Background: an optimization exercise with open tools, aiming at small area, a short achievable clock period and few clock cycles per item. Do not read the settings as production practice.
The RTL was checked by simulation tests, not by an equivalence proof against the original design.
In every run shown here, the design's own scripts or RTL, not TritonCTS, make the clock network.
The clock input has no modelled driver; a real chip could not lean on it and would need a root buffer or a full tree.
Power and IR drop assume default switching activity.

`standard.sh`:
```
#!/bin/bash
# synth_recipe.tcl (not shown) runs the flow's synth.tcl, then flattens the netlist and writes it again
# the make line also repeats each setting of config.mk as NAME=value (left out here)
make -C /OpenROAD-flow-scripts/flow DESIGN_CONFIG=/design/flow/config.mk WORK_HOME=/design/flow/orfs CLKGATE_MAP_FILE= SYNTH_SCRIPT=/design/flow/synth_recipe.tcl "${@:-finish}"
```
`constraint.sdc`:
```
create_clock -name core_clock -period 7.0 [get_ports {clk}]
set_input_delay 1.4000 -clock core_clock [delete_from_list [all_inputs] [get_ports {clk}]]
set_output_delay 1.4000 -clock core_clock [all_outputs]
set_load 0.01 [all_outputs]
```
`config.mk`:
```
export PLATFORM = sky130hd
export DESIGN_NAME = divider
export DESIGN_NICKNAME = divider
export VERILOG_FILES = /design/flow/design.v
export SDC_FILE = /design/flow/constraint.sdc
export NUM_CORES = 4
export LEC_CHECK = 0
export ABC_AREA = 1
export CAP_MARGIN = 20
export CORE_MARGIN = 2
export CORE_UTILIZATION = 55
export SETUP_SLACK_MARGIN = 4.55
export SLEW_MARGIN = 20
```
`flow/pre_cts.tcl`:
```
# A one-level clock tree, built in place of TritonCTS's: the clock port
# drives NBUF clkbuf_16 buffers, each placed at the centre of one group of
# flip-flops and driving that group's clock pins. Every register sees the
# same single buffer stage, so no register's clock is deliberately skewed.
set nbuf $::env(MANUAL_CTS_NBUF)
set block [ord::get_db_block]
set db [ord::get_db]
set clk_net [$block findNet clk]

set pts {}
foreach it [$clk_net getITerms] {
  set bb [[$it getInst] getBBox]
  lappend pts [list $it [expr {([$bb xMin] + [$bb xMax]) / 2.0}] [expr {([$bb yMin] + [$bb yMax]) / 2.0}]]
}

# Recursive bisection at the median, across the longer side of each group's
# bounding box, into nbuf groups of equal size (nbuf a power of two).
proc bisect {pts n} {
  if {$n <= 1 || [llength $pts] < 2} { return [list $pts] }
  set xs {}; set ys {}
  foreach p $pts { lappend xs [lindex $p 1]; lappend ys [lindex $p 2] }
  set dx [expr {[tcl::mathfunc::max {*}$xs] - [tcl::mathfunc::min {*}$xs]}]
  set dy [expr {[tcl::mathfunc::max {*}$ys] - [tcl::mathfunc::min {*}$ys]}]
  set axis [expr {$dx >= $dy ? 1 : 2}]
  set sorted [lsort -real -index $axis $pts]
  set h [expr {[llength $sorted] / 2}]
  set half [expr {$n / 2}]
  return [concat [bisect [lrange $sorted 0 [expr {$h - 1}]] $half] [bisect [lrange $sorted $h end] $half]]
}
set groups [bisect $pts $nbuf]
set cents {}
foreach g $groups {
  set sx 0.0; set sy 0.0
  foreach p $g { set sx [expr {$sx + [lindex $p 1]}]; set sy [expr {$sy + [lindex $p 2]}] }
  set n [llength $g]
  lappend cents [list [expr {$sx / $n}] [expr {$sy / $n}]]
}
set nbuf [llength $groups]

set bufcell sky130_fd_sc_hd__clkbuf_16
if {[info exists ::env(MANUAL_CTS_BUF)]} { set bufcell $::env(MANUAL_CTS_BUF) }
set master [$db findMaster $bufcell]
for {set k 0} {$k < $nbuf} {incr k} {
  set g [lindex $groups $k]
  if {[llength $g] == 0} { continue }
  set b [odb::dbInst_create $block $master "clkbuf_man_$k"]
  set n [odb::dbNet_create $block "clknet_man_$k"]
  $n setSigType CLOCK
  [$b findITerm A] connect $clk_net
  [$b findITerm X] connect $n
  foreach p $g {
    set it [lindex $p 0]
    $it disconnect
    $it connect $n
  }
  set c [lindex $cents $k]
  $b setLocation [expr {int([lindex $c 0] - [$master getWidth] / 2)}] [expr {int([lindex $c 1] - [$master getHeight] / 2)}]
  $b setPlacementStatus PLACED
  puts "manual clock tree: clkbuf_man_$k drives [llength $g] clock pins"
}

# The tree is built: TritonCTS has nothing left to do.
proc clock_tree_synthesis {args} {
  set_propagated_clock [all_clocks]
  puts "clock_tree_synthesis skipped: the clock tree was built by flow/pre_cts.tcl"
}
```
`design.v`:
```
module divider (clk, quot, rem, fin, dvdend, dvsor, reset);
	output [31:0] quot;
	output [63:0] rem;
	output fin;
	input [63:0] dvdend;
	input [31:0] dvsor;
	input clk, reset;
	reg [31:0] r;     
	reg [31:0] q;     
	reg [4:0] cnt;    
	reg ld;           
	reg fin;
	reg [31:0] d;     
	wire [31:0] a = {r[30:0], q[31]};
	wire [31:0] p = a ^ ~d;
	wire [31:0] g0 = {a[31:1] & ~d[31:1], a[0] | ~d[0]};
	wire [31:0] p0 = p;
	wire g1_1 = g0[1] | (p0[1] & g0[0]);
	wire p1_1 = p0[1] & p0[0];
	wire g1_3 = g0[3] | (p0[3] & g0[2]);
	wire p1_3 = p0[3] & p0[2];
	wire g1_5 = g0[5] | (p0[5] & g0[4]);
	wire p1_5 = p0[5] & p0[4];
	wire g1_7 = g0[7] | (p0[7] & g0[6]);
	wire p1_7 = p0[7] & p0[6];
	wire g1_9 = g0[9] | (p0[9] & g0[8]);
	wire p1_9 = p0[9] & p0[8];
	wire g1_11 = g0[11] | (p0[11] & g0[10]);
	wire p1_11 = p0[11] & p0[10];
	wire g1_13 = g0[13] | (p0[13] & g0[12]);
	wire p1_13 = p0[13] & p0[12];
	wire g1_15 = g0[15] | (p0[15] & g0[14]);
	wire p1_15 = p0[15] & p0[14];
	wire g1_17 = g0[17] | (p0[17] & g0[16]);
	wire p1_17 = p0[17] & p0[16];
	wire g1_19 = g0[19] | (p0[19] & g0[18]);
	wire p1_19 = p0[19] & p0[18];
	wire g1_21 = g0[21] | (p0[21] & g0[20]);
	wire p1_21 = p0[21] & p0[20];
	wire g1_23 = g0[23] | (p0[23] & g0[22]);
	wire p1_23 = p0[23] & p0[22];
	wire g1_25 = g0[25] | (p0[25] & g0[24]);
	wire p1_25 = p0[25] & p0[24];
	wire g1_27 = g0[27] | (p0[27] & g0[26]);
	wire p1_27 = p0[27] & p0[26];
	wire g1_29 = g0[29] | (p0[29] & g0[28]);
	wire p1_29 = p0[29] & p0[28];
	wire g1_31 = g0[31] | (p0[31] & g0[30]);
	wire p1_31 = p0[31] & p0[30];
	wire g2_2 = g0[2] | (p0[2] & g1_1);
	wire p2_2 = p0[2] & p1_1;
	wire g2_3 = g1_3 | (p1_3 & g1_1);
	wire p2_3 = p1_3 & p1_1;
	wire g2_6 = g0[6] | (p0[6] & g1_5);
	wire p2_6 = p0[6] & p1_5;
	wire g2_7 = g1_7 | (p1_7 & g1_5);
	wire p2_7 = p1_7 & p1_5;
	wire g2_10 = g0[10] | (p0[10] & g1_9);
	wire p2_10 = p0[10] & p1_9;
	wire g2_11 = g1_11 | (p1_11 & g1_9);
	wire p2_11 = p1_11 & p1_9;
	wire g2_14 = g0[14] | (p0[14] & g1_13);
	wire p2_14 = p0[14] & p1_13;
	wire g2_15 = g1_15 | (p1_15 & g1_13);
	wire p2_15 = p1_15 & p1_13;
	wire g2_18 = g0[18] | (p0[18] & g1_17);
	wire p2_18 = p0[18] & p1_17;
	wire g2_19 = g1_19 | (p1_19 & g1_17);
	wire p2_19 = p1_19 & p1_17;
	wire g2_22 = g0[22] | (p0[22] & g1_21);
	wire p2_22 = p0[22] & p1_21;
	wire g2_23 = g1_23 | (p1_23 & g1_21);
	wire p2_23 = p1_23 & p1_21;
	wire g2_26 = g0[26] | (p0[26] & g1_25);
	wire p2_26 = p0[26] & p1_25;
	wire g2_27 = g1_27 | (p1_27 & g1_25);
	wire p2_27 = p1_27 & p1_25;
	wire g2_30 = g0[30] | (p0[30] & g1_29);
	wire p2_30 = p0[30] & p1_29;
	wire g2_31 = g1_31 | (p1_31 & g1_29);
	wire p2_31 = p1_31 & p1_29;
	wire g3_4 = g0[4] | (p0[4] & g2_3);
	wire p3_4 = p0[4] & p2_3;
	wire g3_5 = g1_5 | (p1_5 & g2_3);
	wire p3_5 = p1_5 & p2_3;
	wire g3_6 = g2_6 | (p2_6 & g2_3);
	wire p3_6 = p2_6 & p2_3;
	wire g3_7 = g2_7 | (p2_7 & g2_3);
	wire p3_7 = p2_7 & p2_3;
	wire g3_12 = g0[12] | (p0[12] & g2_11);
	wire p3_12 = p0[12] & p2_11;
	wire g3_13 = g1_13 | (p1_13 & g2_11);
	wire p3_13 = p1_13 & p2_11;
	wire g3_14 = g2_14 | (p2_14 & g2_11);
	wire p3_14 = p2_14 & p2_11;
	wire g3_15 = g2_15 | (p2_15 & g2_11);
	wire p3_15 = p2_15 & p2_11;
	wire g3_20 = g0[20] | (p0[20] & g2_19);
	wire p3_20 = p0[20] & p2_19;
	wire g3_21 = g1_21 | (p1_21 & g2_19);
	wire p3_21 = p1_21 & p2_19;
	wire g3_22 = g2_22 | (p2_22 & g2_19);
	wire p3_22 = p2_22 & p2_19;
	wire g3_23 = g2_23 | (p2_23 & g2_19);
	wire p3_23 = p2_23 & p2_19;
	wire g3_28 = g0[28] | (p0[28] & g2_27);
	wire p3_28 = p0[28] & p2_27;
	wire g3_29 = g1_29 | (p1_29 & g2_27);
	wire p3_29 = p1_29 & p2_27;
	wire g3_30 = g2_30 | (p2_30 & g2_27);
	wire p3_30 = p2_30 & p2_27;
	wire g3_31 = g2_31 | (p2_31 & g2_27);
	wire p3_31 = p2_31 & p2_27;
	wire g4_8 = g0[8] | (p0[8] & g3_7);
	wire p4_8 = p0[8] & p3_7;
	wire g4_9 = g1_9 | (p1_9 & g3_7);
	wire p4_9 = p1_9 & p3_7;
	wire g4_10 = g2_10 | (p2_10 & g3_7);
	wire p4_10 = p2_10 & p3_7;
	wire g4_11 = g2_11 | (p2_11 & g3_7);
	wire p4_11 = p2_11 & p3_7;
	wire g4_12 = g3_12 | (p3_12 & g3_7);
	wire p4_12 = p3_12 & p3_7;
	wire g4_13 = g3_13 | (p3_13 & g3_7);
	wire p4_13 = p3_13 & p3_7;
	wire g4_14 = g3_14 | (p3_14 & g3_7);
	wire p4_14 = p3_14 & p3_7;
	wire g4_15 = g3_15 | (p3_15 & g3_7);
	wire p4_15 = p3_15 & p3_7;
	wire g4_24 = g0[24] | (p0[24] & g3_23);
	wire p4_24 = p0[24] & p3_23;
	wire g4_25 = g1_25 | (p1_25 & g3_23);
	wire p4_25 = p1_25 & p3_23;
	wire g4_26 = g2_26 | (p2_26 & g3_23);
	wire p4_26 = p2_26 & p3_23;
	wire g4_27 = g2_27 | (p2_27 & g3_23);
	wire p4_27 = p2_27 & p3_23;
	wire g4_28 = g3_28 | (p3_28 & g3_23);
	wire p4_28 = p3_28 & p3_23;
	wire g4_29 = g3_29 | (p3_29 & g3_23);
	wire p4_29 = p3_29 & p3_23;
	wire g4_30 = g3_30 | (p3_30 & g3_23);
	wire p4_30 = p3_30 & p3_23;
	wire g4_31 = g3_31 | (p3_31 & g3_23);
	wire p4_31 = p3_31 & p3_23;
	wire g5_16 = g0[16] | (p0[16] & g4_15);
	wire p5_16 = p0[16] & p4_15;
	wire g5_17 = g1_17 | (p1_17 & g4_15);
	wire p5_17 = p1_17 & p4_15;
	wire g5_18 = g2_18 | (p2_18 & g4_15);
	wire p5_18 = p2_18 & p4_15;
	wire g5_19 = g2_19 | (p2_19 & g4_15);
	wire p5_19 = p2_19 & p4_15;
	wire g5_20 = g3_20 | (p3_20 & g4_15);
	wire p5_20 = p3_20 & p4_15;
	wire g5_21 = g3_21 | (p3_21 & g4_15);
	wire p5_21 = p3_21 & p4_15;
	wire g5_22 = g3_22 | (p3_22 & g4_15);
	wire p5_22 = p3_22 & p4_15;
	wire g5_23 = g3_23 | (p3_23 & g4_15);
	wire p5_23 = p3_23 & p4_15;
	wire g5_24 = g4_24 | (p4_24 & g4_15);
	wire p5_24 = p4_24 & p4_15;
	wire g5_25 = g4_25 | (p4_25 & g4_15);
	wire p5_25 = p4_25 & p4_15;
	wire g5_26 = g4_26 | (p4_26 & g4_15);
	wire p5_26 = p4_26 & p4_15;
	wire g5_27 = g4_27 | (p4_27 & g4_15);
	wire p5_27 = p4_27 & p4_15;
	wire g5_28 = g4_28 | (p4_28 & g4_15);
	wire p5_28 = p4_28 & p4_15;
	wire g5_29 = g4_29 | (p4_29 & g4_15);
	wire p5_29 = p4_29 & p4_15;
	wire g5_30 = g4_30 | (p4_30 & g4_15);
	wire p5_30 = p4_30 & p4_15;
	wire g5_31 = g4_31 | (p4_31 & g4_15);
	wire p5_31 = p4_31 & p4_15;
	wire [31:0] c = {g5_30, g5_29, g5_28, g5_27, g5_26, g5_25, g5_24, g5_23, g5_22, g5_21, g5_20, g5_19, g5_18, g5_17, g5_16, g4_15, g4_14, g4_13, g4_12, g4_11, g4_10, g4_9, g4_8, g3_7, g3_6, g3_5, g3_4, g2_3, g2_2, g1_1, g0[0], 1'b1};    
	wire [31:0] diff = p ^ c;
	wire nb = r[31] | g5_31;    
	always @(posedge clk) begin
		ld <= reset;
		d <= dvsor;
		if (reset) begin
			fin <= 1'b0;
			cnt <= 5'd0;
		end else if (!ld) begin
			cnt <= cnt + 5'd1;
			if (cnt == 5'd31)
				fin <= 1'b1;
		end
		if (ld) begin
			r <= dvdend[63:32];
			q <= dvdend[31:0];
		end else begin
			r <= nb ? diff : a;
			q <= {q[30:0], nb};
		end
	end
	assign quot = q;
	assign rem = {r, 32'h0};
endmodule
```
`flow/run.sh`:
```
#!/bin/bash
# Standard layout, with the port buffers made of the smallest buffer cell.
set -euo pipefail
export BUFFER_PORTS_ARGS="-buffer_cell sky130_fd_sc_hd__buf_1"
export SKIP_REPAIR_TIE_FANOUT=1
export PRE_CTS_TCL="$PWD/flow/pre_cts.tcl"
export MANUAL_CTS_NBUF=4
export ADDER_MAP_FILE=
bash standard.sh > standard.log 2>&1
```
==> flow_summary.toml, run 1 <==
[clock_network]
cts_hold_buf = 0
clk_pin_slew_ns = 0.11
worstSkewPairLatency_ns = 0.17

[flow_run]
max_cap_violations = 0

[routing]
wire_per_inst_um = 12.7
drtIter0Drc = 311
drt_wl_total_um = 14100
vias = 5481
drc = 0
ant_nets = 0
via_per_inst = 4.91
drt_first_pass_iters = 5

[finish]
fin_cells = 1117
nets = 1084
drive_gt1_share_pct = 7.42
mostFrequentLayoutCells = "339 x nand2_1, 162 x buf_1, 102 x dfxtp_1"
syn_to_final_growth_pct = 12.7
layout_commonest_cell = "nand2_1"
fillerInstances = 995
final_cell_area_sq_um = 6250
antennaDiodeCount = 0

[placed_design]
port_buffers = 162
dpl_cell_area_sq_um = 5970
gp_congestion = 0.872
hpwl_um = 9830
dp.cells = 1096

[floorplan]
die_h_um = 104
start_util_pct = 56.8
die_area_sq_um = 10900
num_rows = 36
boundaryPins = 195
core_sq_um = 9770
chipWidth_um = 104

[global_route]
grt_max_degree = 67
grt_pass1_wl_um = 23600
antenna_found_initial = 0
grt_overflow = 0
grt.total_usage_pct = 25.2
grt_pass1_vias = 5327

[setup_path]
r2r-start = "r[22]$_DFF_P_"
critPathMaxFanout = 12
reg2reg_depth = 9
rr_endpoint = "r[17]$_DFF_P_"
cp-start-kind = "flip-flop"
r2r_setup_slack_ns = 4.72
path_buf_inv = 0
crit_arrival_ns = 2.36
crit_path_top_delay_cell = "a21oi_2"
max_stage_delay_ns = 0.66
crit_chain = "nand2_1, nand2_2, o21ai_0, a21oi_1, nand2_2, a21oi_2, nand4_1, nand3_1, nand2_1"
crit_family = "compound AO/OA/AOI/OAI gates"
cp.required_ns = 7.07
crit_type = "flip-flop to flip-flop"
end_kind = "flip-flop"

[min_path]
worstHoldEndpoint = "q[22]$_DFF_P_"
hold_start = "q[21]$_DFF_P_"
holdCritPathClass = "flip-flop to flip-flop"
hold_path_depth = 2

[timing]
rsz0062_at_grt = "yes"
fin_crit_ns = 2.28
finalSetupViolations = 0
fin_tns_setup_ns = 0
slew_headroom_pct = 47.4
fin_worst_skew_ns = 0.0183
fmax_ghz = 0.438
hold_viol = 0
slew_violations = 0
worst_pin_slew_ns = 0.789
post-route-period-util_pct = 32.6

[power_and_ir_drop]
p_switching_uw = 1080
p_clk_share_pct = 10.9
comb_power_share_pct = 55.5
p_leak_uw = 0.00329
power_frac_seq_pct = 33.6
intPower_uw = 1270
swShare_pct = 46.1
ir_drop_v = 0.000216
power_density_nw_per_um2 = 376

[yosys]
synth_area_per_cell_sq_um = 6.48
synth_area_leaders = "dfxtp_1 37%, nand2_1 23%, inv_1 6.8%, nand3_1 5.7%, buf_4 4.3%"
synth_top_cell_by_area = "dfxtp_1"
synth_cell_type_count = 40
synth_area_sq_um = 5550
synth_top_area_share_pct = 37.2
ys_seq_area_share_pct = 37.2
ys_seq_elements = 103
netlist_instances = 856
syn_nets = 954
yosysWarnings = 1

[outcome]
status = "no timing/DRC/antenna violations"
==> per-stage QoR <==
step	hold WS, ns	util, %	power, uW	setup WS [ns]
after floorplan	0.447	-	1740	5.16
after global placement	0.423	61.0	1950	3.70
after detailed placement	0.429	61.0	1980	3.53
after CTS	0.443	62.8	2280	4.58
after global routing	0.470	64.0	2560	4.52
final	0.446	64.0	2350	4.72
==> per-layer routing <==
metal | GRT usage (%) | part of all wire, % | vias to the layer above
met5 | 0 | 0 | -
met1 | 31.7 | 42 | 2407
met3 | 5.45 | 9.6 | 18
li1 | - | - | 2852
met4 | 3.19 | 1.6 | 0
met2 | 45.3 | 46 | 204
==> worst min-delay path, stage by stage (launching register included) <==
cell and delay (ns):
dfxtp_1 0.32, nand2_1 0.06, nand2_1 0.04
==> power by group through the flow <==
| stage | Combinational, uW | Sequential [uW] | Clock (uW) |
|---|---|---|---|
| finish | 1310 | 789 | 257 |
| global route | 1470 | 806 | 287 |
| CTS | 1230 | 789 | 265 |
| detailed placement | 1180 | 802 | 0 |
| floorplan | 897 | 838 | 0 |
| global placement | 1160 | 797 | 0 |
==> registers in the layout, indices dropped and copies added, names as in the netlist <==
name,count
r,32
q,32
cnt,5
ld,1
d,32
fin,1
==> how the worst max path moves through the flow <==
| stage | end | from | cells past startpoint | slack [ns] |
|---|---|---|---|---|
| final | r[17]$_DFF_P_ | r[22]$_DFF_P_ | 9 | 4.72 |
| after global routing | r[3]$_DFF_P_ | r[0]$_DFF_P_ | 14 | 4.52 |
| after CTS | cnt[4]$_SDFFE_PP0N_ | ld$_DFF_P_ | 11 | 4.58 |
| after detailed placement | r[0]$_DFF_P_ | r[17]$_DFF_P_ | 13 | 3.53 |
| after global placement | r[5]$_DFF_P_ | r[17]$_DFF_P_ | 12 | 3.70 |
| after floorplan | r[13]$_DFF_P_ | r[19]$_DFF_P_ | 15 | 5.16 |
==> cell type report <==
type                    count  area (sq um)  area share [%]
plain buffers               4           100            1.60
multi-input cells         591          2780            44.5
inverters                 109           414            6.62
repair buffers            177           728            11.6
flip-flops and latches    103          2060            33.0
well taps                 133           166            2.66
==> synthesized netlist by cell type (all sizes together) <==
master	n
clkbuf	12
nand3	71
nor3b	3
a21boi	4
nand2	357
xor2	6
and2	1
nor2	64
a31oi	3
buf	45
o21ai	11
dfxtp	103
o21bai	1
conb	1
nor3	4
a21oi	25
inv	109
nand4	26
nand3b	1
or2	2
xnor2	7
==> kinds of logic after synthesis <==
logic type	count (synthesis)	share of synthesized area, %
xor+xnor	13	2.19
simple gates	529	41.8
buf+inv	166	14.2
compound gates	44	4.60
flops	103	37.2
other cells	1	0.0676
==> what timing repair did <==
item | in CTS | in global routing
buffers inserted | 3 | 10
endpoints found under the setup margin | 35 | 34
pin swaps | 2 | 3
resized for setup | 4 | 6
cloned | 2 | 2
Testbench counts, summed over its fixed seeds: cycles 108,800, items 3,200.
==> inputs of run 2 (changes only) <==
--- a/config.mk
+++ b/config.mk
@@ -11,3 +11,3 @@
 export CORE_UTILIZATION = 55
-export SETUP_SLACK_MARGIN = 4.55
+export SETUP_SLACK_MARGIN = 4.8
 export SLEW_MARGIN = 20
==> flow_summary.toml, run 2 <==
[yosys]
synth_most_common_cell = "nand2_1"
synth_top_area_share_pct = 37.2
synth_area_per_cell_sq_um = 6.48
async_reset_ff_share_pct = 0
synthTopCellsByCount = "339 x nand2_1, 103 x dfxtp_1, 100 x inv_1"
synth_area_sq_um = 5550
synth_top_cell_by_area = "dfxtp_1"
ys_seq_elements = 103
ys_seq_area_share_pct = 37.2
syn_nets = 954
synth_area_leaders = "dfxtp_1 37%, nand2_1 23%, inv_1 6.8%, nand3_1 5.7%, buf_4 4.3%"
yosysWarnings = 1
synth_edf_count = 0
ys_dominant_reg_cell = "dfxtp_1"
netlist_instances = 856
synth_cell_type_count = 40

[floorplan]
chipWidth_um = 104
num_rows = 36
die_h_um = 104
boundaryPins = 195
die_area_sq_um = 10900
start_util_pct = 56.8
core_sq_um = 9770

[routing]
vias = 5513
via_per_inst = 4.90
drt_first_pass_iters = 5
wire_per_inst_um = 12.6
ant_nets = 0
drt_wl_total_um = 14200
drtIter0Drc = 257
drc = 0

[timing]
post-route-period-util_pct = 30.9
slew_violations = 0
finalHoldWorstSlack_ns = 0.446
fmax_ghz = 0.463
fin_crit_ns = 2.16
finalSetupViolations = 0
fin_tns_setup_ns = 0
fin_worst_skew_ns = 0.0249
hold_viol = 0
rsz0062_at_grt = "yes"

[clock_network]
worstSkewPairLatency_ns = 0.17
clk_pin_slew_ns = 0.11
cts_hold_buf = 0

[global_route]
grt_pass1_wl_um = 24100
grt.total_usage_pct = 25.9
grt_pass1_vias = 5394
antenna_found_initial = 0
grt_max_degree = 67
grt_overflow = 0

[setup_path]
crit_family = "flip-flops"
crit_path_top_delay_cell = "dfxtp_1"
critPathMaxFanout = 3
crit_arrival_ns = 0.76
path_buf_inv = 1
end_kind = "output pin"
cp.required_ns = 5.60
cp-start-kind = "flip-flop"
crit_chain = "buf_1"
max_stage_delay_ns = 0.39
crit_type = "flip-flop to output pin"
r2r_setup_slack_ns = 4.92

[power_and_ir_drop]
power_density_nw_per_um2 = 378
p_leak_uw = 0.00336
ir_drop_v = 0.000217

[placed_design]
port_buffers = 162
gp_congestion = 0.872
hpwl_um = 9830

[finish]
nets = 1092
layout_commonest_cell = "nand2_1"
top_regs = "d x32, q x32, r x32"
mostFrequentLayoutCells = "335 x nand2_1, 161 x buf_1, 99 x inv_1"
drive_gt1_share_pct = 10.6
syn_to_final_growth_pct = 15.8
antennaDiodeCount = 0

[outcome]
status = "no timing/DRC/antenna violations"

[min_path]
holdCritPathClass = "flip-flop to flip-flop"

[flow_run]
max_cap_violations = 0
run 2: metal layers:
layer / GRT usage, % / wire length [um] / up-vias
li1: - / - / 2874
met1: 32.6 / 5970 / 2402
met2: 45.6 / 6570 / 211
met3: 5.51 / 1360 / 26
met4: 5.31 / 295 / 0
met5: 0 / 0 / -
run 2: what timing repair did:
| item | CTS | global route |
|---|---|---|
| endpoints found under the setup margin | 37 | 39 |
| pin swaps | 4 | 8 |
| resized for setup | 11 | 32 |
| cloned | 3 | 0 |
| buffers inserted | 12 | 10 |
run 2: power breakdown:
part | internal [uW] | switching [uW] | total (uW)
sequential | 705 | 88.9 | 793
combinational | 511 | 866 | 1380
clock | 106 | 153 | 259
total | 1320 | 1110 | 2430
run 2: cells by family after synthesis:
| logic type | after synthesis | synth area share, % |
|---|---|---|
| buffers and inverters | 166 | 14.2 |
| other | 1 | 0.0676 |
| AOI/OAI and AO/OA | 44 | 4.60 |
| xor gates and xnor gates | 13 | 2.19 |
| and+or+nand+nor | 529 | 41.8 |
| DFF | 103 | 37.2 |
run 2: worst paths after layout:
check        depth (start not counted)           from       endpoint
max                                  1  r[22]$_DFF_P_        rem[54]
min                                  2   q[6]$_DFF_P_   q[7]$_DFF_P_
max reg2reg                         15  r[16]$_DFF_P_  r[15]$_DFF_P_
min reg2reg                          2   q[6]$_DFF_P_   q[7]$_DFF_P_
run 2: area by class of cell:
class	count	area (sq um)
fillers	967	3340
multi-input cells	590	2830
flip-flops and latches	103	2070
repair buffers	186	835
inverters	109	424
well taps	133	166
plain buffers	4	100
run 2: tightest hold or removal path, cell delays in order (launching register included):
cell     delay [ns]
dfxtp_1        0.32
nand2_1        0.06
nand2_1        0.04
run 2: per-stage QoR:
step	instances	cell area, sq um	worst slack (ns)	power, uW	util (%)
2_1_floorplan	856	5550	5.16	1740	-
3_3_place_gp	1096	5970	3.70	1950	61.0
3_5_place_dp	1096	5970	3.53	1980	61.0
4_1_cts	1115	6280	4.81	2370	64.2
5_1_grt	1125	6430	4.77	2640	65.8
6_report	1125	6430	4.84	2430	65.8
==> inputs of run 3 (changes only) <==
--- a/config.mk
+++ b/config.mk
@@ -11,3 +11,3 @@
 export CORE_UTILIZATION = 55
-export SETUP_SLACK_MARGIN = 4.8
+export SETUP_SLACK_MARGIN = 4.85
 export SLEW_MARGIN = 20
==> flow_summary.toml, run 3 <==
[outcome]
status = "no timing/DRC/antenna violations"

[finish]
top_regs = "d x32, q x32, r x32"
final_core_util_pct = 67.1
fillerInstances = 945
layout_commonest_cell = "nand2_1"
syn_to_final_growth_pct = 18.2
drive_gt1_share_pct = 15.0
nets = 1097
mostFrequentLayoutCells = "330 x nand2_1, 147 x buf_1, 99 x inv_1"
antennaDiodeCount = 0

[setup_path]
r2r_setup_slack_ns = 4.94
crit_type = "flip-flop to output pin"
cp.required_ns = 5.60
cp-start-kind = "flip-flop"
startpoint = "r[17]$_DFF_P_"
path_buf_inv = 1
r2r-start = "d[27]$_DFF_P_"
end_kind = "output pin"
crit_path_top_delay_cell = "dfxtp_1"
crit_family = "flip-flops"
max_stage_delay_ns = 0.40
critPathMaxFanout = 4
crit_chain = "buf_2"
crit_arrival_ns = 0.73

[yosys]
ys_seq_area_share_pct = 37.2
syn_nets = 954
synth_adder_area_share_pct = 0
ys_dominant_reg_cell = "dfxtp_1"
synth_xor_area_share_pct = 2.19
synth_area_leaders = "dfxtp_1 37%, nand2_1 23%, inv_1 6.8%, nand3_1 5.7%, buf_4 4.3%"
synth_top_family_by_area = "simple AND/OR/NAND/NOR gates"
yosysWarnings = 1
ys_seq_elements = 103
synth_edf_count = 0
synthTopCellsByCount = "339 x nand2_1, 103 x dfxtp_1, 100 x inv_1"
synth_compound_area_share_pct = 4.60
synthMuxAreaShare_pct = 0
synth_cell_type_count = 40
synthSimpleGateAreaFrac_pct = 41.8
synth_top_cell_by_area = "dfxtp_1"
netlist_instances = 856
synth_most_common_cell = "nand2_1"
synth_area_sq_um = 5550
synth_area_per_cell_sq_um = 6.48
synth_top_area_share_pct = 37.2
async_reset_ff_share_pct = 0

[routing]
ant_nets = 0
via_per_inst = 4.94
drc = 0
wire_per_inst_um = 12.9
drtIter0Drc = 278
vias = 5585
drt_wl_total_um = 14600
drt_first_pass_iters = 5

[floorplan]
start_util_pct = 56.8
core_sq_um = 9770
die_h_um = 104
die_area_sq_um = 10900
num_rows = 36
chipWidth_um = 104
boundaryPins = 195

[timing]
fmax_ghz = 0.470
fin_worst_skew_ns = 0.0238
post-route-period-util_pct = 30.4
fin_crit_ns = 2.13
slew_violations = 0
fin_tns_setup_ns = 0
finalHoldWorstSlack_ns = 0.446
fin_ws_ns = 4.87
finalSetupViolations = 0
rsz0062_at_grt = "yes"
hold_viol = 0

[clock_network]
cts_hold_buf = 0
worstSkewPairLatency_ns = 0.17
clk_pin_slew_ns = 0.11

[global_route]
grt_pass1_wl_um = 24300
antenna_found_initial = 0
grt_pass1_vias = 5432
grt_overflow = 0
grt_max_degree = 67
grt.total_usage_pct = 26.0

[power_and_ir_drop]
ir_drop_v = 0.000217
p_leak_uw = 0.00345
power_density_nw_per_um2 = 380
total_power_uw = 2500

[flow_run]
max_cap_violations = 0

[min_path]
holdCritPathClass = "flip-flop to flip-flop"
hold_start = "q[21]$_DFF_P_"

[placed_design]
hpwl_um = 9830
port_buffers = 162
gp_congestion = 0.872
dp_slack_ns = 3.53
-- run 3: layer usage --
| metal | track usage (%) | share of wire, % | vias up |
|---|---|---|---|
| met3 | 5.58 | 9.9 | 24 |
| met4 | 5.31 | 1.9 | 0 |
| met5 | 0 | 0 | - |
| met2 | 45.8 | 47 | 230 |
| met1 | 32.7 | 41 | 2443 |
| li1 | - | - | 2888 |
-- run 3: logic make-up after synthesis --
family	Yosys count
AOI/OAI and AO/OA	44
xor gates and xnor gates	13
buffers and inverters	166
DFF	103
other	1
and+or+nand+nor	529
-- run 3: final cells by class --
type | instances | area (sq um) | share of cell area, %
multi-input cells | 590 | 2880 | 43.9
flip-flops and latches | 103 | 2090 | 31.8
repair buffers | 191 | 901 | 13.7
inverters | 109 | 424 | 6.46
well taps | 133 | 166 | 2.54
plain buffers | 4 | 100 | 1.53
-- run 3: repair_timing --
action / CTS / global route
pin swaps: 5 / 14
setup endpoints to repair: 47 / 50
setup buffers: 14 / 13
cloned: 3 / 0
resized for setup: 21 / 69
-- run 3: per-stage QoR --
stage                     instances  instance area [sq um]
final                          1130                   6560
after detailed placement       1096                   5970
after global routing           1130                   6560
after floorplan                 856                   5550
after CTS                      1117                   6300
after global placement         1096                   5970
-- run 3: path summary, 6_finish.rpt --
check | cells after the start | to
worst max-delay path | 1 | rem[49]
worst min-delay path | 2 | q[22]$_DFF_P_
worst max register to register | 12 | r[6]$_DFF_P_
worst min register to register | 2 | q[22]$_DFF_P_
-- run 3: power by group --
| part | internal, uW | leakage, uW | total (uW) | switching [uW] |
|---|---|---|---|---|
| Sequential | 711 | 0.000868 | 801 | 89.5 |
| Combinational | 542 | 0.00253 | 1440 | 894 |
| Clock | 106 | 0.0000493 | 259 | 154 |
| Total | 1360 | 0.00345 | 2500 | 1140 |
==> inputs of run 4 (changes only) <==
==> flow/run.sh (replaced) <==
#!/bin/bash
set -euo pipefail
cp -r "$FLOW_HOME/scripts" scripts_local
cp flow/abc_area.script scripts_local/abc_area.script
export SCRIPTS_DIR="$PWD/scripts_local"
export BUFFER_PORTS_ARGS="-buffer_cell sky130_fd_sc_hd__buf_1"
export SKIP_REPAIR_TIE_FANOUT=1
export PRE_CTS_TCL="$PWD/flow/pre_cts.tcl"
export MANUAL_CTS_NBUF=4
bash standard.sh > standard.log 2>&1
==> flow/abc_area.script (new file) <==
strash
dch
map -B 0.9
topo
--- a/config.mk
+++ b/config.mk
@@ -11,3 +11,3 @@
 export CORE_UTILIZATION = 55
-export SETUP_SLACK_MARGIN = 4.85
+export SETUP_SLACK_MARGIN = 4.65
 export SLEW_MARGIN = 20
==> flow_summary.toml, run 4 <==
[setup_path]
path_buf_inv = 3
crit_chain = "clkinv_1, ha_2, fa_2, clkinv_2, nand3_1, nand2_2, nand2_2, nand2_4, nand2_4, nand2_8, fa_1, clkinv_1, nand2_1, nand2_1, o21ai_1"
critPathMaxFanout = 4
crit_type = "flip-flop to flip-flop"
end_kind = "flip-flop"
cp-start-kind = "flip-flop"
crit_arrival_ns = 2.27
crit_path_top_delay_cell = "fa_1"
crit_family = "adder cells"
cp.required_ns = 7.06
max_stage_delay_ns = 0.41

[timing]
slew_headroom_pct = 57.1
fin_worst_skew_ns = 0.0125
slew_violations = 0
fin_tns_setup_ns = 0
worst_pin_slew_ns = 0.644
hold_viol = 0
rsz0062_at_grt = "no"
fin_crit_ns = 2.21
post-route-period-util_pct = 31.6
fmax_ghz = 0.452
finalSetupViolations = 0

[global_route]
grt_use_met1_pct = 28.4
use_met2_pct = 43.3
grt_pass1_vias = 4782
grt_pass1_wl_um = 20100
grt.total_usage_pct = 23.3
antenna_found_initial = 0
grt_max_degree = 90
use_met3_pct = 3.45
top_usage_layer = "met2"
grt_overflow = 0

[placed_design]
dp.cells = 1027
hpwl_um = 8220
port_buffers = 162
gp_congestion = 0.877

[finish]
nets = 1058
layout_commonest_cell = "nand2_1"
final_core_util_pct = 68.7
fillerInstances = 857
seqCellArea_sq_um = 2070
antennaDiodeCount = 0
top_regs = "d x32, q x32, r x32"
multi_input_area_sq_um = 2920
drive_gt1_share_pct = 7.39
mostFrequentLayoutCells = "291 x nand2_1, 162 x buf_1, 100 x dfxtp_1"
fin_cells = 1049
syn_to_final_growth_pct = 21.1

[power_and_ir_drop]
p_leak_uw = 0.00291
power_density_nw_per_um2 = 381
ir_drop_v = 0.000228

[min_path]
holdCritPathClass = "flip-flop to flip-flop"

[routing]
wire_per_inst_um = 11.9
via_per_inst = 4.83
drtIter0Drc = 156
drt_wl_total_um = 12500
drc = 0
vias = 5062
ant_nets = 0
drt_first_pass_iters = 4

[clock_network]
cts_hold_buf = 0
worstSkewPairLatency_ns = 0.16
clk_pin_slew_ns = 0.10

[yosys]
synth_edf_count = 0
yosysWarnings = 1
synth_area_sq_um = 5240
netlist_instances = 767
synth_area_leaders = "dfxtp_1 39%, nand2_1 22%, ha_1 7.9%, clkinv_1 6.7%, nor2_1 5.4%"
synth_area_per_cell_sq_um = 6.83
synth_top_area_share_pct = 39.4
syn_nets = 903
synth_cell_type_count = 18
ys_seq_elements = 103
ys_dominant_reg_cell = "dfxtp_1"
synth_top_cell_by_area = "dfxtp_1"
synthTopCellsByCount = "308 x nand2_1, 103 x dfxtp_1, 94 x clkinv_1"
async_reset_ff_share_pct = 0
ys_seq_area_share_pct = 39.4
synth_most_common_cell = "nand2_1"

[floorplan]
die_area_sq_um = 10300
num_rows = 35
core_sq_um = 9240
chipWidth_um = 102
die_h_um = 102
boundaryPins = 195
start_util_pct = 56.7

[outcome]
status = "no timing/DRC/antenna violations"

[flow_run]
max_cap_violations = 0
run 4: cell types whose count changed after synthesis, moves of 20 or more:
cell / previous run / this run
clkinv_1: 0 / 94
nand3_1: 63 / 43
nand2_1: 339 / 308
ha_1: 0 / 33
nand4_1: 26 / 3
inv_1: 100 / 0
run 4: timing repair:
action / 4_1_cts / 5_1_grt
pin swaps: 2 / 10
gates resized for setup: 11 / 35
cloned: 3 / 1
setup endpoints to repair: 36 / 32
setup buffers: 10 / 4
run 4: per-layer routing:
| metal | wire length [um] | part of all wire [%] |
|---|---|---|
| met3 | 855 | 6.8 |
| met1 | 5460 | 44 |
| met5 | 0 | 0 |
| met2 | 5970 | 48 |
| met4 | 234 | 1.9 |
run 4: kinds of logic (layout without fill, tap and decap cells):
| group | Yosys count | in the layout | synth area share, % |
|---|---|---|---|
| and+or+nand+nor | 441 | 445 | 33.1 |
| buffers and inverters | 126 | 275 | 11.3 |
| DFF | 103 | 103 | 39.4 |
| AOI/OAI and AO/OA | 51 | 51 | 5.21 |
| adders and majority gates | 38 | 38 | 9.79 |
| xor gates and xnor gates | 7 | 7 | 1.17 |
| other | 1 | 1 | 0.0716 |
run 4: cell type report:
class / count / share of cell area (%)
plain buffers: 4 / 1.58
inverters: 94 / 5.66
multi-input cells: 542 / 46.0
flip-flops and latches: 103 / 32.6
well taps: 129 / 2.54
repair buffers: 177 / 11.7
run 4: worst min-delay path, stage by stage (launching register included):
cell     delay (ns)
dfxtp_1        0.32
nand2_1        0.06
nand2_1        0.04
run 4: worst paths after layout:
path / to / cells past startpoint / start / slack, ns
setup / recovery: r[16]$_DFF_P_ / 15 / q[31]$_DFF_P_ / 4.79
hold / removal: q[9]$_DFF_P_ / 2 / q[8]$_DFF_P_ / 0.44
setup reg to reg: r[16]$_DFF_P_ / 15 / q[31]$_DFF_P_ / 4.79
hold reg to reg: q[9]$_DFF_P_ / 2 / q[8]$_DFF_P_ / 0.44
run 4: metrics by stage:
stage | setup slack (ns) | cell area (sq um) | total power, uW | hold WS, ns
global route | 4.63 | 6340 | 2640 | 0.467
global placement | 4.29 | 5820 | 1890 | 0.421
floorplan | 4.65 | 5290 | 1650 | 0.444
finish | 4.79 | 6340 | 2420 | 0.441
CTS | 4.67 | 6100 | 2300 | 0.449
detailed placement | 4.15 | 5820 | 1910 | 0.432
run 4: report_power, final:
part           switching [uW]  total (uW)  internal (uW)
combinational             820        1350            530
sequential                109         813            704
clock                     150         255            105
total                    1080        2420           1340
==> inputs of run 5 (changes only) <==
==> flow/abc_area.script (replaced) <==
strash
dch
map -a
topo
==> flow_summary.toml, run 5 <==
[global_route]
grt_overflow = 0
grt_pass1_wl_um = 19500
grt_pass1_vias = 4305
grt.total_usage_pct = 23.7
grt_max_degree = 96
antenna_found_initial = 0

[timing]
rsz0062_at_grt = "yes"
post-route-period-util_pct = 39.7
hold_viol = 0
slew_headroom_pct = 56.5
fmax_ghz = 0.360
fin_worst_skew_ns = 0.0110
fin_crit_ns = 2.78
slew_violations = 0
worst_pin_slew_ns = 0.652
fin_tns_setup_ns = 0
finalSetupViolations = 0

[placed_design]
port_buffers = 162
hpwl_um = 7710
dp.cells = 851
dpl_cell_area_sq_um = 5410
gp_congestion = 0.868

[finish]
layout_commonest_cell = "buf_1"
syn_to_final_growth_pct = 33.5
antennaDiodeCount = 0
top_regs = "d x32, q x32, r x32"
mostFrequentLayoutCells = "162 x buf_1, 151 x nand2_1, 94 x dfxtp_1"
fin_cells = 904
nets = 934
final_cell_area_sq_um = 6420
drive_gt1_share_pct = 18.1
fillerInstances = 678

[min_path]
hold_path_depth = 2
holdCritPathClass = "flip-flop to flip-flop"
hold_start = "q[30]$_DFF_P_"
worstHoldEndpoint = "q[31]$_DFF_P_"

[flow_run]
max_cap_violations = 0

[power_and_ir_drop]
ir_drop_v = 0.000216
total_power_uw = 2880
p_leak_uw = 0.00267
power_density_nw_per_um2 = 449

[yosys]
synth_area_sq_um = 4810
synth_top_area_share_pct = 42.9
syn_nets = 747
synth_cell_type_count = 27
synth_top_cell_by_area = "dfxtp_1"
ys_seq_area_share_pct = 42.9
synth_area_leaders = "dfxtp_1 43%, nand2_1 12%, ha_1 8.6%, o21ai_0 8.2%, clkinv_1 6.0%"
netlist_instances = 611
yosysWarnings = 1
async_reset_ff_share_pct = 0
synth_most_common_cell = "nand2_1"
ys_dominant_reg_cell = "dfxtp_1"
synth_edf_count = 0
synthTopCellsByCount = "159 x nand2_1, 103 x dfxtp_1, 79 x o21ai_0"
ys_seq_elements = 103
synth_area_per_cell_sq_um = 7.87

[setup_path]
end_kind = "flip-flop"
rr_endpoint = "r[14]$_DFF_P_"
critPathMaxFanout = 8
cp.required_ns = 7.03
cp-start-kind = "flip-flop"
reg2reg_depth = 17
crit_path_top_delay_cell = "ha_1"
r2r_setup_slack_ns = 4.22
max_stage_delay_ns = 0.34
r2r-start = "d[24]$_DFF_P_"
crit_chain = "clkinv_1, ha_1, clkinv_1, nor2_2, clkinv_1, nor2_2, inv_2, nor4_4, buf_4, a211oi_4, buf_12, nand3_4, clkinv_4, a21oi_1, o21ai_0, o21ai_0, o21ai_0"
crit_type = "flip-flop to flip-flop"
crit_arrival_ns = 2.81

[clock_network]
clk_pin_slew_ns = 0.11
cts_hold_buf = 0
worstSkewPairLatency_ns = 0.17

[routing]
via_per_inst = 5.08
drtIter0Drc = 148
ant_nets = 0
wire_per_inst_um = 14.4
drc = 0
drt_first_pass_iters = 4
vias = 4588
drt_wl_total_um = 13000

[floorplan]
die_area_sq_um = 9510
chipWidth_um = 97.5
num_rows = 34
die_h_um = 97.5
core_sq_um = 8590
boundaryPins = 195
start_util_pct = 56.0

[outcome]
status = "no timing/DRC/antenna violations"
run 5: cell count changes after synthesis, moves of 3 or more:
cell      delta
a21oi_1      -7
nand4_1      -3
nor4_1       +4
a21boi_0     -3
o21ai_0     +65
a211oi_1     +4
nand3_1     -37
nor2_1      -41
nand2_1    -149
clkinv_1    -17
xor2_1      +15
run 5: what timing repair did:
action                     in CTS  in global routing
pin swaps                       9                 17
buffers inserted               17                 27
cloned                          4                  1
setup endpoints to repair      33                 66
gates resized for setup        39                 93
run 5: kinds of logic (layout without fill, tap and decap cells):
family | Yosys count | in the layout | share of synthesized area (%)
AND/OR/NAND/NOR | 217 | 222 | 17.7
AO/OA/AOI/OAI | 120 | 120 | 13.5
buffers and inverters | 109 | 289 | 11.0
flip-flops | 103 | 103 | 42.9
adder cells (fa/ha/maj) | 38 | 38 | 10.7
XOR/XNOR | 23 | 23 | 4.19
other | 1 | 1 | 0.0779
run 5: final cells by class:
class / count / area (sq um) / area share [%]
plain buffers: 4 / 100 / 1.56
inverters: 77 / 313 / 4.87
multi-input cells: 404 / 2750 / 42.8
flip-flops and latches: 103 / 2080 / 32.3
well taps: 108 / 135 / 2.10
repair buffers: 208 / 1050 / 16.4
run 5: power by group:
group,switching [uW],internal [uW]
Sequential,117,716
Combinational,1000,796
Clock,150,105
run 5: how the worst max path moves through the flow:
stage                        from            end  slack, ns  cells past startpoint
finish              d[24]$_DFF_P_  r[14]$_DFF_P_       4.22                     17
global route        d[24]$_DFF_P_  r[14]$_DFF_P_       3.98                     17
floorplan           q[31]$_DFF_P_  r[14]$_DFF_P_       4.23                     17
CTS                 q[31]$_DFF_P_  r[14]$_DFF_P_       4.30                     17
detailed placement   d[3]$_DFF_P_  r[14]$_DFF_P_       3.62                     17
global placement     d[3]$_DFF_P_  r[14]$_DFF_P_       3.75                     17
run 5: per-layer routing:
metal  share of wire, %  track usage [%]  up-vias
li1                   -                -     2333
met1                 41             30.3     2068
met2                 48             41.5      156
met3                7.8             5.76       31
met4                2.9             3.85        0
met5                  0                0        -
run 5: critical path: cells and delay by family, from the launching register on:
family                     cells  cell delay [ns]
AOI/OAI and AO/OA              5             0.46
adders and majority gates      1             0.34
buffers and inverters          7             0.86
DFF                            1             0.33
and+or+nand+nor                4             0.66
run 5: metrics by stage:
stage               worst slack (ns)  util [%]  hold WS [ns]
floorplan                       4.23         -         0.429
global placement                3.75      63.0         0.427
detailed placement              3.62      63.0         0.431
CTS                             4.30      68.3         0.454
global route                    3.98      74.7         0.467
finish                          4.22      74.7         0.449
==> inputs of run 6 (changes only) <==
==> flow/run.sh (replaced) <==
#!/bin/bash
# The standard layout (standard.sh), with three changes:
# - the port buffers are the smallest buffer cell (buf_1), one per port as usual;
# - tie cells are not duplicated per load (one tie cell drives rem[31:0]);
# - the clock tree is one level of four clkbuf_16 buffers, each driving a
#   quarter of the flip-flops (flow/pre_cts.tcl), in place of TritonCTS's tree.
# Each tool's full output goes to standard.log and to ORFS's own logs.
set -euo pipefail
export BUFFER_PORTS_ARGS="-buffer_cell sky130_fd_sc_hd__buf_1"
export SKIP_REPAIR_TIE_FANOUT=1
export PRE_CTS_TCL="$PWD/flow/pre_cts.tcl"
export MANUAL_CTS_NBUF=4
bash standard.sh > standard.log 2>&1
--- a/config.mk
+++ b/config.mk
@@ -10,3 +10,3 @@
 export CORE_MARGIN = 2
-export CORE_UTILIZATION = 55
+export CORE_UTILIZATION = 40
 export SETUP_SLACK_MARGIN = 4.65
removed: flow/abc_area.script
==> flow_summary.toml, run 6 <==
[yosys]
ys_dominant_reg_cell = "dfxtp_1"
synth_area_per_cell_sq_um = 6.90
synth_top_family_by_area = "simple AND/OR/NAND/NOR gates"
synthMuxAreaShare_pct = 0
synth_top_area_share_pct = 37.9
synth_most_common_cell = "nand2_1"
yosysWarnings = 1
synth_area_leaders = "dfxtp_1 38%, nand2_1 20%, ha_1 7.6%, inv_1 6.1%, nor2_1 5.0%"
synth_area_sq_um = 5450
synthTopCellsByCount = "297 x nand2_1, 103 x dfxtp_1, 89 x inv_1"
synth_top_cell_by_area = "dfxtp_1"
ys_seq_area_share_pct = 37.9
syn_nets = 925
synth_adder_area_share_pct = 9.42
netlist_instances = 789
synth_cell_type_count = 30
synth_compound_area_share_pct = 5.38
synth_edf_count = 0
synth_xor_area_share_pct = 1.13
synthSimpleGateAreaFrac_pct = 33.1
ys_seq_elements = 103
async_reset_ff_share_pct = 0

[timing]
worst_pin_slew_ns = 0.607
slew_headroom_pct = 59.5
fin_tns_setup_ns = 0
fin_worst_skew_ns = 0.0118
hold_viol = 0
fmax_ghz = 0.451
finalSetupViolations = 0
fin_crit_ns = 2.22
post-route-period-util_pct = 31.7
rsz0062_at_grt = "yes"
slew_violations = 0
finalHoldWorstSlack_ns = 0.450

[power_and_ir_drop]
p_leak_uw = 0.00326
ir_drop_v = 0.000196
power_density_nw_per_um2 = 377

[floorplan]
core_sq_um = 13300
die_area_sq_um = 14600
die_h_um = 121
chipWidth_um = 121
num_rows = 42
boundaryPins = 195
start_util_pct = 41.0

[finish]
final_core_util_pct = 48.3
antennaDiodeCount = 0
fin_cells = 1101
mostFrequentLayoutCells = "294 x nand2_1, 162 x buf_1, 99 x dfxtp_1"
syn_to_final_growth_pct = 17.9
fillerInstances = 1428
drive_gt1_share_pct = 7.68
layout_commonest_cell = "nand2_1"
nets = 1063
top_regs = "d x32, q x32, r x32"

[min_path]
holdCritPathClass = "flip-flop to flip-flop"
hold_start = "q[4]$_DFF_P_"

[outcome]
status = "no timing/DRC/antenna violations"

[setup_path]
crit_path_top_delay_cell = "fa_1"
r2r-start = "q[31]$_DFF_P_"
end_kind = "flip-flop"
cp-start-kind = "flip-flop"
crit_type = "flip-flop to flip-flop"
critPathMaxFanout = 5
crit_chain = "inv_1, ha_1, fa_2, inv_2, nand3_1, nand2_2, nand2_2, nand2_4, nand2_4, nand2_8, fa_1, inv_1, nand2_1, nand2_1, o21ai_0"
crit_family = "adder cells"
path_buf_inv = 3
crit_arrival_ns = 2.28
cp.required_ns = 7.06
startpoint = "q[31]$_DFF_P_"
max_stage_delay_ns = 0.41

[routing]
wire_per_inst_um = 12.8
ant_nets = 0
drt_first_pass_iters = 7
drc = 0
vias = 5060
via_per_inst = 4.60
drt_wl_total_um = 14100
drtIter0Drc = 174

[flow_run]
max_cap_violations = 0

[global_route]
grt.total_usage_pct = 17.7
antenna_found_initial = 0
grt_pass1_vias = 4681
grt_max_degree = 90
grt_overflow = 0
grt_pass1_wl_um = 21600

[placed_design]
dp.cells = 1074
gp_congestion = 0.800
port_buffers = 162
hpwl_um = 9530

[clock_network]
cts_hold_buf = 0
clk_pin_slew_ns = 0.10
worstSkewPairLatency_ns = 0.17
==> run 6: changes by cell type in the layout (fill, tap and decap cells not counted), sizes merged, moves of 4 or more <==
cell and change:
nand2 +149, inv +83, clkinv -66, o21ai -65
nor2 +41, nand3 +38, buf -28, xor2 -15
a21oi +7, a211oi -4, nor4 -4
==> run 6: final cells by class <==
cell class / instances / area (sq um) / area share, %
well taps: 176 / 220 / 3.43
repair buffers: 180 / 793 / 12.4
multi-input cells: 544 / 2880 / 44.9
flip-flops and latches: 103 / 2070 / 32.2
inverters: 94 / 354 / 5.51
plain buffers: 4 / 100 / 1.56
==> run 6: worst reg2reg max path, cell delays in order (launching register included) <==
cell	delay, ns
dfxtp_2	0.34
inv_1	0.04
ha_1	0.20
fa_2	0.34
inv_2	0.07
nand3_1	0.07
nand2_2	0.09
nand2_2	0.06
nand2_4	0.10
nand2_4	0.07
nand2_8	0.09
fa_1	0.41
inv_1	0.06
nand2_1	0.05
nand2_1	0.06
o21ai_0	0.08
==> run 6: final timing paths <==
path,endpoint,slack [ns],depth (start not counted)
hold / removal,q[5]$_DFF_P_,0.45,2
hold reg to reg,q[5]$_DFF_P_,0.45,2
setup reg to reg,r[16]$_DFF_P_,4.78,15
setup / recovery,r[16]$_DFF_P_,4.78,15
==> run 6: timing repair <==
item                       CTS  global route
cloned                       3             3
pin swaps                    0             8
setup buffers                4            13
gates resized for setup      6            19
setup endpoints to repair   68            67
==> run 6: cells by family after synthesis <==
group | after synthesis
other | 1
buffers and inverters | 148
AND/OR/NAND/NOR | 441
flip-flops | 103
adder cells (fa/ha/maj) | 38
AO/OA/AOI/OAI | 51
XOR/XNOR | 7
==> run 6: report_power, final <==
part	switching (uW)	leakage, uW	internal [uW]
combinational	812	0.00234	533
clock	151	0.0000493	106
sequential	115	0.000867	705
total	1080	0.00326	1340
==> run 6: per-stage QoR <==
stage / worst slack [ns] / power (uW) / area [sq um]
floorplan: 4.67 / 1710 / 5450
global placement: 4.29 / 1940 / 5930
detailed placement: 4.22 / 1950 / 5930
CTS: 4.66 / 2300 / 6150
global route: 4.62 / 2660 / 6420
finish: 4.78 / 2420 / 6420
==> run 6: per-layer routing <==
layer / vias up / track usage, % / wire, um
met4: 0 / 1.16 / 102
li1: 2669 / - / -
met2: 167 / 31.4 / 6650
met5: - / 0 / 0
met3: 8 / 4.01 / 1060
met1: 2216 / 22.8 / 6330
==> inputs of run 7 (changes only) <==
--- a/config.mk
+++ b/config.mk
@@ -10,3 +10,3 @@
 export CORE_MARGIN = 2
-export CORE_UTILIZATION = 40
+export CORE_UTILIZATION = 55
 export SETUP_SLACK_MARGIN = 4.65
==> flow_summary.toml, run 7 <==
[outcome]
status = "no timing/DRC/antenna violations"

[yosys]
synth_top_area_share_pct = 37.9
ys_seq_elements = 103
synth_top_family_by_area = "simple AND/OR/NAND/NOR gates"
synth_area_sq_um = 5450
synthTopCellsByCount = "297 x nand2_1, 103 x dfxtp_1, 89 x inv_1"
synth_area_per_cell_sq_um = 6.90
synthSimpleGateAreaFrac_pct = 33.1
synth_cell_type_count = 30
synth_area_leaders = "dfxtp_1 38%, nand2_1 20%, ha_1 7.6%, inv_1 6.1%, nor2_1 5.0%"
syn_nets = 925
ys_seq_area_share_pct = 37.9
synth_top_cell_by_area = "dfxtp_1"
netlist_instances = 789
ys_dominant_reg_cell = "dfxtp_1"
synth_edf_count = 0
synth_xor_area_share_pct = 1.13
synth_compound_area_share_pct = 5.38
yosysWarnings = 1
synth_most_common_cell = "nand2_1"
synth_adder_area_share_pct = 9.42
async_reset_ff_share_pct = 0
synthMuxAreaShare_pct = 0

[min_path]
worstHoldEndpoint = "q[4]$_DFF_P_"
hold_path_depth = 2
holdCritPathClass = "flip-flop to flip-flop"
hold_start = "q[3]$_DFF_P_"

[power_and_ir_drop]
ir_drop_v = 0.000238
power_density_nw_per_um2 = 379
p_leak_uw = 0.00320

[placed_design]
port_buffers = 162
gp_congestion = 0.807
dp.cells = 1032
dp_slack_ns = 4.16
hpwl_um = 8970

[finish]
fin_cells = 1050
multi_input_area_sq_um = 2840
antennaDiodeCount = 0
top_regs = "d x32, q x32, r x32"
syn_to_final_growth_pct = 14.1
drive_gt1_share_pct = 5.78
fillerInstances = 939
mostFrequentLayoutCells = "296 x nand2_1, 162 x buf_1, 100 x dfxtp_1"
seqCellArea_sq_um = 2070
nets = 1055
layout_commonest_cell = "nand2_1"

[timing]
slew_headroom_pct = 42.6
slew_violations = 0
finalSetupViolations = 0
fin_tns_setup_ns = 0
rsz0062_at_grt = "no"
worst_pin_slew_ns = 0.860
hold_viol = 0
fin_crit_ns = 2.25
fmax_ghz = 0.445
post-route-period-util_pct = 32.1
fin_worst_skew_ns = 0.00923
fin_ws_ns = 4.75

[floorplan]
die_area_sq_um = 10700
die_h_um = 104
num_rows = 36
boundaryPins = 195
start_util_pct = 56.2
chipWidth_um = 104
core_sq_um = 9680

[setup_path]
critPathMaxFanout = 4
end_kind = "flip-flop"
crit_arrival_ns = 2.31
crit_type = "flip-flop to flip-flop"
reg2reg_depth = 15
path_buf_inv = 3
cp.required_ns = 7.06
cp-start-kind = "flip-flop"
max_stage_delay_ns = 0.41
crit_family = "adder cells"
rr_endpoint = "r[16]$_DFF_P_"
crit_top_cell = "nand2_1"
r2r-start = "q[31]$_DFF_P_"
crit_chain = "inv_1, ha_1, fa_2, inv_2, nand3_1, nand2_1, nand2_1, nand2_4, nand2_2, nand2_8, fa_1, inv_1, nand2_1, nand2_1, o21ai_0"
crit_path_top_delay_cell = "fa_1"
r2r_setup_slack_ns = 4.75

[global_route]
grt.total_usage_pct = 22.2
grt_pass1_wl_um = 20700
grt_max_degree = 89
grt_pass1_vias = 4804
grt_overflow = 0
antenna_found_initial = 0

[routing]
via_per_inst = 4.83
drt_wl_total_um = 13000
drtIter0Drc = 180
drc = 0
drt_first_pass_iters = 4
ant_nets = 0
wire_per_inst_um = 12.4
vias = 5068

[flow_run]
max_cap_violations = 0

[clock_network]
worstSkewPairLatency_ns = 0.16
clk_pin_slew_ns = 0.10
cts_hold_buf = 0
-- run 7: worst reg2reg max path: stages (launching register included) --
cell and delay [ns]:
dfxtp_2 0.34, inv_1 0.04, ha_1 0.19, fa_2 0.34, inv_2 0.07, nand3_1 0.06, nand2_1 0.09, nand2_1 0.09
nand2_4 0.08, nand2_2 0.09, nand2_8 0.09, fa_1 0.41, inv_1 0.06, nand2_1 0.05, nand2_1 0.07, o21ai_0 0.07
-- run 7: worst max path at each step --
stage	start	depth (start not counted)	slack [ns]	endpoint
floorplan	q[31]$_DFF_P_	16	4.67	r[16]$_DFF_P_
global placement	q[31]$_DFF_P_	16	4.21	r[14]$_DFF_P_
detailed placement	q[31]$_DFF_P_	16	4.16	r[14]$_DFF_P_
CTS	r[16]$_DFF_P_	13	4.66	r[14]$_DFF_P_
global route	d[18]$_DFF_P_	15	4.63	r[3]$_DFF_P_
finish	q[31]$_DFF_P_	15	4.75	r[16]$_DFF_P_
-- run 7: kinds of logic (layout without fill, tap and decap cells) --
logic type,count (synthesis),after routing
xor gates and xnor gates,7,7
buffers and inverters,148,269
DFF,103,103
AOI/OAI and AO/OA,51,51
and+or+nand+nor,441,448
other,1,1
adders and majority gates,38,38
-- run 7: metrics by stage --
stage	util [%]	power (uW)	instance area [sq um]	hold WS, ns
after global routing	64.2	2560	6210	0.473
after floorplan	-	1710	5450	0.444
after global placement	60.7	1910	5880	0.427
final	64.2	2350	6210	0.449
after CTS	62.7	2260	6070	0.450
after detailed placement	60.7	1940	5880	0.435
-- run 7: power breakdown --
group	leakage, uW	total, uW	switching [uW]	internal (uW)
clock	0.0000493	256	151	106
combinational	0.00229	1300	816	481
sequential	0.000867	801	96.8	704
total	0.00320	2350	1060	1290
-- run 7: per-layer routing --
layer | vias up | global-route usage, % | part of all wire, %
li1 | 2655 | - | -
met1 | 2219 | 27.4 | 44
met2 | 173 | 39.8 | 46
met3 | 21 | 4.15 | 8.0
met4 | 0 | 5.50 | 2.2
met5 | - | 0 | 0
-- run 7: layout make-up --
type	instances	area share, %
plain buffers	4	1.61
repair buffers	171	11.1
multi-input cells	545	45.7
inverters	94	5.68
well taps	133	2.68
flip-flops and latches	103	33.2
-- run 7: what timing repair did --
item	4_1_cts	5_1_grt
pin swaps	2	6
buffers inserted	3	4
gates cloned	3	4
endpoints found under the setup margin	33	33
gates resized for setup	6	11
==> inputs of run 8 (changes only) <==
--- a/flow/run.sh
+++ b/flow/run.sh
@@ -1,3 +1,5 @@
 #!/bin/bash
-# The standard layout (standard.sh), with three changes:
+# The standard layout (standard.sh), with four changes:
+# - synthesis skips Yosys's full/half-adder extraction (ADDER_MAP_FILE empty),
+#   so ABC maps the whole subtractor; registers are unchanged;
 # - the port buffers are the smallest buffer cell (buf_1), one per port as usual;
@@ -12,2 +14,3 @@
 export MANUAL_CTS_NBUF=4
+export ADDER_MAP_FILE=
 bash standard.sh > standard.log 2>&1
--- a/config.mk
+++ b/config.mk
@@ -11,3 +11,3 @@
 export CORE_UTILIZATION = 55
-export SETUP_SLACK_MARGIN = 4.65
+export SETUP_SLACK_MARGIN = 4.75
 export SLEW_MARGIN = 20
==> flow_summary.toml, run 8 <==
[power_and_ir_drop]
ir_drop_v = 0.000219
total_power_uw = 2410
power_density_nw_per_um2 = 378
p_leak_uw = 0.00335

[floorplan]
chipWidth_um = 104
start_util_pct = 56.8
die_area_sq_um = 10900
core_sq_um = 9770
die_h_um = 104
num_rows = 36
boundaryPins = 195

[yosys]
synthTopCellsByCount = "339 x nand2_1, 103 x dfxtp_1, 100 x inv_1"
synth_edf_count = 0
synth_area_per_cell_sq_um = 6.48
synth_area_leaders = "dfxtp_1 37%, nand2_1 23%, inv_1 6.8%, nand3_1 5.7%, buf_4 4.3%"
netlist_instances = 856
synth_top_area_share_pct = 37.2
synth_top_cell_by_area = "dfxtp_1"
syn_nets = 954
synth_most_common_cell = "nand2_1"
ys_seq_elements = 103
synth_cell_type_count = 40
synth_area_sq_um = 5550
yosysWarnings = 1
ys_dominant_reg_cell = "dfxtp_1"
async_reset_ff_share_pct = 0
ys_seq_area_share_pct = 37.2

[timing]
slew_headroom_pct = 64.0
rsz0062_at_grt = "yes"
post-route-period-util_pct = 30.9
fin_tns_setup_ns = 0
fin_crit_ns = 2.16
fin_worst_skew_ns = 0.0243
slew_violations = 0
worst_pin_slew_ns = 0.541
finalSetupViolations = 0
hold_viol = 0
fmax_ghz = 0.462

[flow_run]
max_cap_violations = 0

[finish]
layout_commonest_cell = "nand2_1"
drive_gt1_share_pct = 8.87
nets = 1092
antennaDiodeCount = 0
top_regs = "d x32, q x32, r x32"
syn_to_final_growth_pct = 14.9
mostFrequentLayoutCells = "338 x nand2_1, 162 x buf_1, 99 x inv_1, 99 x dfxtp_1, 63 x nand3_1"

[setup_path]
crit_type = "flip-flop to output pin"
cp.required_ns = 5.60
end_kind = "output pin"
max_stage_delay_ns = 0.41
r2r_setup_slack_ns = 4.88
cp-start-kind = "flip-flop"
crit_arrival_ns = 0.76
crit_family = "flip-flops"
path_buf_inv = 1
critPathMaxFanout = 3
crit_chain = "buf_1"
crit_path_top_delay_cell = "dfxtp_1"

[clock_network]
clk_pin_slew_ns = 0.09
cts_hold_buf = 0
worstSkewPairLatency_ns = 0.17

[global_route]
grt_max_degree = 67
grt_pass1_wl_um = 23900
antenna_found_initial = 0
grt.total_usage_pct = 25.5
grt_overflow = 0
grt_pass1_vias = 5397

[routing]
drt_first_pass_iters = 5
drc = 0
via_per_inst = 4.87
drtIter0Drc = 231
wire_per_inst_um = 12.6
drt_wl_total_um = 14200
vias = 5474
ant_nets = 0

[placed_design]
port_buffers = 162
hpwl_um = 9830
gp_congestion = 0.872

[outcome]
status = "no timing/DRC/antenna violations"

[min_path]
holdCritPathClass = "flip-flop to flip-flop"
-- run 8: through the flow --
stage          hold slack [ns]  area (sq um)  std cells  setup slack [ns]  utilization (%)
6_report                 0.447          6380       1125              4.84             65.3
5_1_grt                  0.470          6380       1125              4.73             65.3
4_1_cts                  0.443          6230       1113              4.73             63.8
3_5_place_dp             0.429          5970       1096              3.53             61.0
3_3_place_gp             0.423          5970       1096              3.70             61.0
2_1_floorplan            0.447          5550        856              5.16                -
-- run 8: final timing paths --
path / endpoint / depth (start not counted) / start
worst max-delay path: rem[35] / 1 / r[3]$_DFF_P_
worst min-delay path: q[7]$_DFF_P_ / 2 / q[6]$_DFF_P_
worst max register to register: r[15]$_DFF_P_ / 15 / r[16]$_DFF_P_
worst min register to register: q[7]$_DFF_P_ / 2 / q[6]$_DFF_P_
-- run 8: per-layer routing --
metal / vias up / global-route usage [%] / share of wire (%)
met2: 185 / 45.6 / 46
met3: 18 / 5.45 / 9.0
met4: 0 / 4.15 / 1.5
met1: 2395 / 31.9 / 43
li1: 2876 / - / -
met5: - / 0 / 0
-- run 8: area by class of cell --
type / count / area, sq um
Timing Repair Buffer: 186 / 833
Fill cell: 981 / 3390
Buffer: 4 / 100
Inverter: 109 / 419
Tap cell: 133 / 166
Sequential cell: 103 / 2070
Multi-Input combinational cell: 590 / 2790
-- run 8: cell families after synthesis --
| logic type | count (synthesis) | share of synthesized area [%] |
|---|---|---|
| AND/OR/NAND/NOR | 529 | 41.8 |
| buffers and inverters | 166 | 14.2 |
| flip-flops | 103 | 37.2 |
| AO/OA/AOI/OAI | 44 | 4.60 |
| XOR/XNOR | 13 | 2.19 |
| other | 1 | 0.0676 |
-- run 8: power breakdown --
group          switching [uW]  internal, uW  leakage (uW)
logic                     856           504       0.00243
registers                88.8           702      0.000867
clock network             154           106     0.0000493
total                    1100          1310       0.00335
-- run 8: timing repair --
action,CTS,global route
cloned,2,1
endpoints found under the setup margin,37,36
resized for setup,7,17
setup buffers,11,11
pin swaps,3,6

[separate check: timing with driven ports]
How much do the figures lean on ideal ports? The routed layouts below were timed once more, with nothing changed but the port constraints.
Step 1, drivers: a clkbuf_16 drives clk and a buf_2 each remaining input, both assumed.
Step 2 moves the port delays by t, midway between the first and last clock arrival at a register: inputs arrive t later, outputs are due t later. That takes back most of the time a late clock gives input paths.
a / b / c = ideal ports / drivers / drivers and shift; a / b = the first two.
run	t, ns	slack for setup (ns)	hold slack, ns
run 1	0.239	4.716 / 4.716 / 4.716	0.446 / 0.446 / 0.446
run 2	0.242	4.839 / 4.758 / 4.921	0.446 / 0.446 / 0.446
run 3	0.242	4.870 / 4.789 / 4.942	0.446 / 0.446 / 0.446
run 4	0.240	4.790 / 4.717 / 4.790	0.441 / 0.441 / 0.441
run 5	0.243	4.222 / 4.222 / 4.222	0.449 / 0.449 / 0.449
run 6	0.243	4.780 / 4.703 / 4.780	0.450 / 0.450 / 0.450
run 7	0.240	4.753 / 4.732 / 4.753	0.449 / 0.449 / 0.449
run 8	0.242	4.836 / 4.756 / 4.875	0.447 / 0.447 / 0.447
After both steps every run listed still meets setup and hold.
